This design comes from an exercise in tuning for small area and a short achievable clock period on the open sky130 flow, not from production work. RTL that was checked went through simulation tests only; none was proved equivalent to the original. Power and IR drop assume default switching activity.

==> build 38 <==
## mac
module mac(
  input clk,
  input rst,
  input signed [7:0] in_a,
  input signed [7:0] in_b,
  output logic signed [15:0] out);
  logic rst_q;
  logic [15:0] reg_c;
  logic [15:0] row0_d, row0;
  logic [15:0] row1_d, row1;
  wire pp0_0, pp0_1, pp0_2, pp0_3, pp0_4, pp0_5, pp0_6, pp0_7, pp1_0, pp1_1,
       pp1_2, pp1_3, pp1_4, pp1_5, pp1_6, pp1_7, pp2_0, pp2_1, pp2_2, pp2_3,
       pp2_4, pp2_5, pp2_6, pp2_7, pp3_0, pp3_1, pp3_2, pp3_3, pp3_4, pp3_5,
       pp3_6, pp3_7, pp4_0, pp4_1, pp4_2, pp4_3, pp4_4, pp4_5, pp4_6, pp4_7,
       pp5_0, pp5_1, pp5_2, pp5_3, pp5_4, pp5_5, pp5_6, pp5_7, pp6_0, pp6_1,
       pp6_2, pp6_3, pp6_4, pp6_5, pp6_6, pp6_7, pp7_0, pp7_1, pp7_2, pp7_3,
       pp7_4, pp7_5, pp7_6, pp7_7, s1, c2, s3, c4, s5, c6,
       s7, c8, s9, c10, s11, c12, s13, c14, s15, c16,
       s17, c18, s19, c20, s21, c22, s23, c24, s25, c26,
       s27, c28, s29, c30, s31, c32, s33, c34, s35, c36,
       s37, c38, s39, c40, s41, c42, s43, c44, s45, c46,
       s47, c48, s49, c50, s51, c52, s53, c54, s55, c56,
       s57, c58, s59, c60, s61, c62, s63, c64, s65, c66,
       s67, c68, s69, c70, s71, c72, s73, c74, s75, c76,
       s77, c78, s79, c80, s81, c82, s83, c84;
  assign pp0_0 = in_a[0] & in_b[0];
  assign pp0_1 = in_a[0] & in_b[1];
  assign pp0_2 = in_a[0] & in_b[2];
  assign pp0_3 = in_a[0] & in_b[3];
  assign pp0_4 = in_a[0] & in_b[4];
  assign pp0_5 = in_a[0] & in_b[5];
  assign pp0_6 = in_a[0] & in_b[6];
  assign pp0_7 = in_a[0] & in_b[7];
  assign pp1_0 = in_a[1] & in_b[0];
  assign pp1_1 = in_a[1] & in_b[1];
  assign pp1_2 = in_a[1] & in_b[2];
  assign pp1_3 = in_a[1] & in_b[3];
  assign pp1_4 = in_a[1] & in_b[4];
  assign pp1_5 = in_a[1] & in_b[5];
  assign pp1_6 = in_a[1] & in_b[6];
  assign pp1_7 = in_a[1] & in_b[7];
  assign pp2_0 = in_a[2] & in_b[0];
  assign pp2_1 = in_a[2] & in_b[1];
  assign pp2_2 = in_a[2] & in_b[2];
  assign pp2_3 = in_a[2] & in_b[3];
  assign pp2_4 = in_a[2] & in_b[4];
  assign pp2_5 = in_a[2] & in_b[5];
  assign pp2_6 = in_a[2] & in_b[6];
  assign pp2_7 = in_a[2] & in_b[7];
  ...
export LEC_CHECK = 0
export CAP_MARGIN = 20
export CORE_MARGIN = 2
export CORE_UTILIZATION = 40
export SETUP_SLACK_MARGIN = 1.5
export SLEW_MARGIN = 20
create_clock -name core_clock -period 4.2 [get_ports {clk}]
standard.sh (not shown) runs the stock make flow with config.mk's settings and CLKGATE_MAP_FILE= SYNTH_SCRIPT=/design/flow/synth_recipe.tcl, a recipe that flattens the netlist after the stock synthesis.
==> flow/flow/run.sh <==
#!/bin/bash
# Standard layout flow with two changes: Yosys's synth runs with -noabc, so
# the full adders written in the RTL reach extract_fa without the inverters
# abc -fast would add, CTS adds no dummy loads, and the port buffers are plain buf_1 cells (repair
# still upsizes them where timing needs it). Each tool's output is logged.
set -e
bash standard.sh SYNTH_ARGS=-noabc "BUFFER_PORTS_ARGS=-buffer_cell sky130_fd_sc_hd__buf_1" "CTS_ARGS=-sink_clustering_enable -repair_clock_nets -dont_use_dummy_load" finish > standard.log 2>&1
==> trial 78: changes against build 38 <==
--- a/flow/design.v
+++ b/flow/design.v
@@ -4,12 +4,12 @@
   input signed [7:0] in_a,
   input signed [7:0] in_b,
   output logic signed [15:0] out);
   logic rst_q;
   logic [15:0] reg_c;
-  logic [15:0] row0_d, row0;
-  logic [15:0] row1_d, row1;
+  logic [15:0] sum_a, sum_b;
+  logic q_pp0_0, q_s85, q_s87, q_s89, q_s91, q_c66, q_s67, q_c92, q_c68, q_s69, q_c70, q_s71, q_c72, q_s73, q_c74, q_s75, q_c76, q_s77, q_c78, q_s79, q_c80, q_s81, q_c82, q_s83, q_pp7_7, q_c84;
   wire pp0_0, pp0_1, pp0_2, pp0_3, pp0_4, pp0_5, pp0_6, pp0_7, pp1_0, pp1_1,
        pp1_2, pp1_3, pp1_4, pp1_5, pp1_6, pp1_7, pp2_0, pp2_1, pp2_2, pp2_3,
        pp2_4, pp2_5, pp2_6, pp2_7, pp3_0, pp3_1, pp3_2, pp3_3, pp3_4, pp3_5,
        pp3_6, pp3_7, pp4_0, pp4_1, pp4_2, pp4_3, pp4_4, pp4_5, pp4_6, pp4_7,
        pp5_0, pp5_1, pp5_2, pp5_3, pp5_4, pp5_5, pp5_6, pp5_7, pp6_0, pp6_1,
@@ -20,11 +20,14 @@
        s27, c28, s29, c30, s31, c32, s33, c34, s35, c36,
        s37, c38, s39, c40, s41, c42, s43, c44, s45, c46,
        s47, c48, s49, c50, s51, c52, s53, c54, s55, c56,
        s57, c58, s59, c60, s61, c62, s63, c64, s65, c66,
        s67, c68, s69, c70, s71, c72, s73, c74, s75, c76,
-       s77, c78, s79, c80, s81, c82, s83, c84;
+       s77, c78, s79, c80, s81, c82, s83, c84, s85, c86,
+       s87, c88, s89, c90, s91, c92, s93, c94, s95, c96,
+       s97, c98, s99, c100, s101, c102, s103, c104, s105, c106,
+       s107, c108, s109, c110, s111, c112;
   assign pp0_0 = in_a[0] & in_b[0];
   assign pp0_1 = in_a[0] & in_b[1];
   assign pp0_2 = in_a[0] & in_b[2];
   assign pp0_3 = in_a[0] & in_b[3];
   assign pp0_4 = in_a[0] & in_b[4];
@@ -169,18 +172,70 @@
   assign c80 = (s39 & c56) | (s39 & s57) | (c56 & s57);
   assign s81 = c40 ^ c58 ^ s59;
   assign c82 = (c40 & c58) | (c40 & s59) | (c58 & s59);
   assign s83 = pp6_7 ^ pp7_6 ^ c60;
   assign c84 = (pp6_7 & pp7_6) | (pp6_7 & c60) | (pp7_6 & c60);
-  assign row0_d = {1'b0, pp7_7, c82, c80, c78, c76, c74, c72, c70, c68, c66, c64, c62, pp2_0, pp0_1, pp0_0};
-  assign row1_d = {1'b0, c84, s83, s81, s79, s77, s75, s73, s71, s69, s67, s65, s63, s61, pp1_0, 1'b0};
+  assign s85 = pp0_1 ^ pp1_0;
+  assign c86 = pp0_1 & pp1_0;
+  assign s87 = pp2_0 ^ s61 ^ c86;
+  assign c88 = (pp2_0 & s61) | (pp2_0 & c86) | (s61 & c86);
+  assign s89 = c62 ^ s63 ^ c88;
+  assign c90 = (c62 & s63) | (c62 & c88) | (s63 & c88);
+  assign s91 = c64 ^ s65 ^ c90;
+  assign c92 = (c64 & s65) | (c64 & c90) | (s65 & c90);
+  assign s93 = reg_c[5] ^ q_c66 ^ q_s67;
+  assign c94 = (reg_c[5] & q_c66) | (reg_c[5] & q_s67) | (q_c66 & q_s67);
+  assign s95 = reg_c[6] ^ q_c68 ^ q_s69;
+  assign c96 = (reg_c[6] & q_c68) | (reg_c[6] & q_s69) | (q_c68 & q_s69);
+  assign s97 = reg_c[7] ^ q_c70 ^ q_s71;
+  assign c98 = (reg_c[7] & q_c70) | (reg_c[7] & q_s71) | (q_c70 & q_s71);
+  assign s99 = reg_c[8] ^ q_c72 ^ q_s73;
+  assign c100 = (reg_c[8] & q_c72) | (reg_c[8] & q_s73) | (q_c72 & q_s73);
+  assign s101 = reg_c[9] ^ q_c74 ^ q_s75;
+  assign c102 = (reg_c[9] & q_c74) | (reg_c[9] & q_s75) | (q_c74 & q_s75);
+  assign s103 = reg_c[10] ^ q_c76 ^ q_s77;
+  assign c104 = (reg_c[10] & q_c76) | (reg_c[10] & q_s77) | (q_c76 & q_s77);
+  assign s105 = reg_c[11] ^ q_c78 ^ q_s79;
+  assign c106 = (reg_c[11] & q_c78) | (reg_c[11] & q_s79) | (q_c78 & q_s79);
+  assign s107 = reg_c[12] ^ q_c80 ^ q_s81;
+  assign c108 = (reg_c[12] & q_c80) | (reg_c[12] & q_s81) | (q_c80 & q_s81);
+  assign s109 = reg_c[13] ^ q_c82 ^ q_s83;
+  assign c110 = (reg_c[13] & q_c82) | (reg_c[13] & q_s83) | (q_c82 & q_s83);
+  assign s111 = reg_c[14] ^ q_pp7_7 ^ q_c84;
+  assign c112 = (reg_c[14] & q_pp7_7) | (reg_c[14] & q_c84) | (q_pp7_7 & q_c84);
+  assign sum_a = {reg_c[15], s111, s109, s107, s105, s103, s101, s99, s97, s95, s93, reg_c[4], reg_c[3], reg_c[2], reg_c[1], reg_c[0]};
+  assign sum_b = {c112, c110, c108, c106, c104, c102, c100, c98, c96, c94, q_c92, q_s91, q_s89, q_s87, q_s85, q_pp0_0};
   always @(posedge clk) begin
-    row0 <= row0_d;
-    row1 <= row1_d;
+    q_pp0_0 <= pp0_0;
+    q_s85 <= s85;
+    q_s87 <= s87;
+    q_s89 <= s89;
+    q_s91 <= s91;
+    q_c66 <= c66;
+    q_s67 <= s67;
+    q_c92 <= c92;
+    q_c68 <= c68;
+    q_s69 <= s69;
+    q_c70 <= c70;
+    q_s71 <= s71;
+    q_c72 <= c72;
+    q_s73 <= s73;
+    q_c74 <= c74;
+    q_s75 <= s75;
+    q_c76 <= c76;
+    q_s77 <= s77;
+    q_c78 <= c78;
+    q_s79 <= s79;
+    q_c80 <= c80;
+    q_s81 <= s81;
+    q_c82 <= c82;
+    q_s83 <= s83;
+    q_pp7_7 <= pp7_7;
+    q_c84 <= c84;
     rst_q <= rst;
     if (rst || rst_q)
       reg_c <= 16'h0000;
     else
-      reg_c <= reg_c + row0 + row1;
+      reg_c <= sum_a + sum_b;
   end
   assign out = reg_c;
 endmodule
- SETUP_SLACK_MARGIN: 1.5 -> 1.4
==> run notes <==
quantity                                                                  build 38        trial 78
Result of the run                                                   finished clean  finished clean
Number of distinct library cells after synthesis                                36              45
Clock slew seen by the registers of the worst setup and hold paths           80 ps           70 ps
Worst-margin pin slew                                                     438.8 ps        373.8 ps
Area used by multi-input combinational logic                             2271 um^2       2359 um^2
Complex-gate fraction of the synthesized area                              0.07885          0.1114
Number of fill cells in the layout                                             739             750
Clock-cell share of area                                                   0.01916         0.01912
Switching fraction of total power                                           0.4205          0.4387
Detail-routed net length per standard cell                                15.24 um        15.39 um
Global routing usage on met1                                                0.2238          0.2281
Sequential power                                                            614 uW          592 uW
Worst reg2reg startpoint                                                  reg_c[1]        reg_c[8]
Met1 routed wirelength after detailed routing                             3.099 mm        3.132 mm
Post-layout utilization of the core                                         0.4673          0.4633
Non-filler cells, final                                                        411             413
Maximum ir drop on the vdd rail                                        0.0001704 V     0.0001933 V
Share of cell area taken by muxes after synthesis                         0.003186        0.003106
Share of the synthesized netlist area taken by xor and xnor gates          0.02230         0.02446
Register bit count reported by yosys                                            46              43
Global-route wire length before repair                                    10.36 mm        10.94 mm
Largest stage delay on the critical path                                    540 ps          500 ps
Maximum number of pins on one net before global-route repair                    15              14
Arrival time of data at the critical path endpoint                         2900 ps         2960 ps
Crit. Startpoint                                                           in_a[2]         in_b[5]
Clock Skew                                                                15.62 ps        13.20 ps
Largest fanout on the critical path                                              8               7
No functional check of the RTL was part of trial 78.

## separate check: timing with driven ports
In the flow no input, the clock included, has a driving cell. The finished layouts below were timed again as built, in two steps.
Step 1 assumes that a clkbuf_16 drives the clock port and a buf_2 every other input.
Step 2 moves the port delays by t, midway between the first and last clock arrival at a register: inputs arrive t later, outputs are due t later. That takes back most of the time a late clock gives input paths.
Three values: ideal ports, drivers, drivers and shift; two values: the first two.
run	t (ns)	slack for setup (ns)	hold WS [ns]	worst setup path after step 2	clock arrival spread, ns
build 38	0.311	1.474 / 1.463 / 1.152	0.554 / 0.554 / 0.554	input to register	0.016 / 0.016
trial 78	0.311	1.411 / 1.399 / 1.087	0.541 / 0.541 / 0.541	input to register	0.013 / 0.013
After both steps setup and hold are still met in every run listed. For trial 78, which loses most, drivers alone change the setup slack by -0.012 ns; drivers and shift together by -0.324 ns.
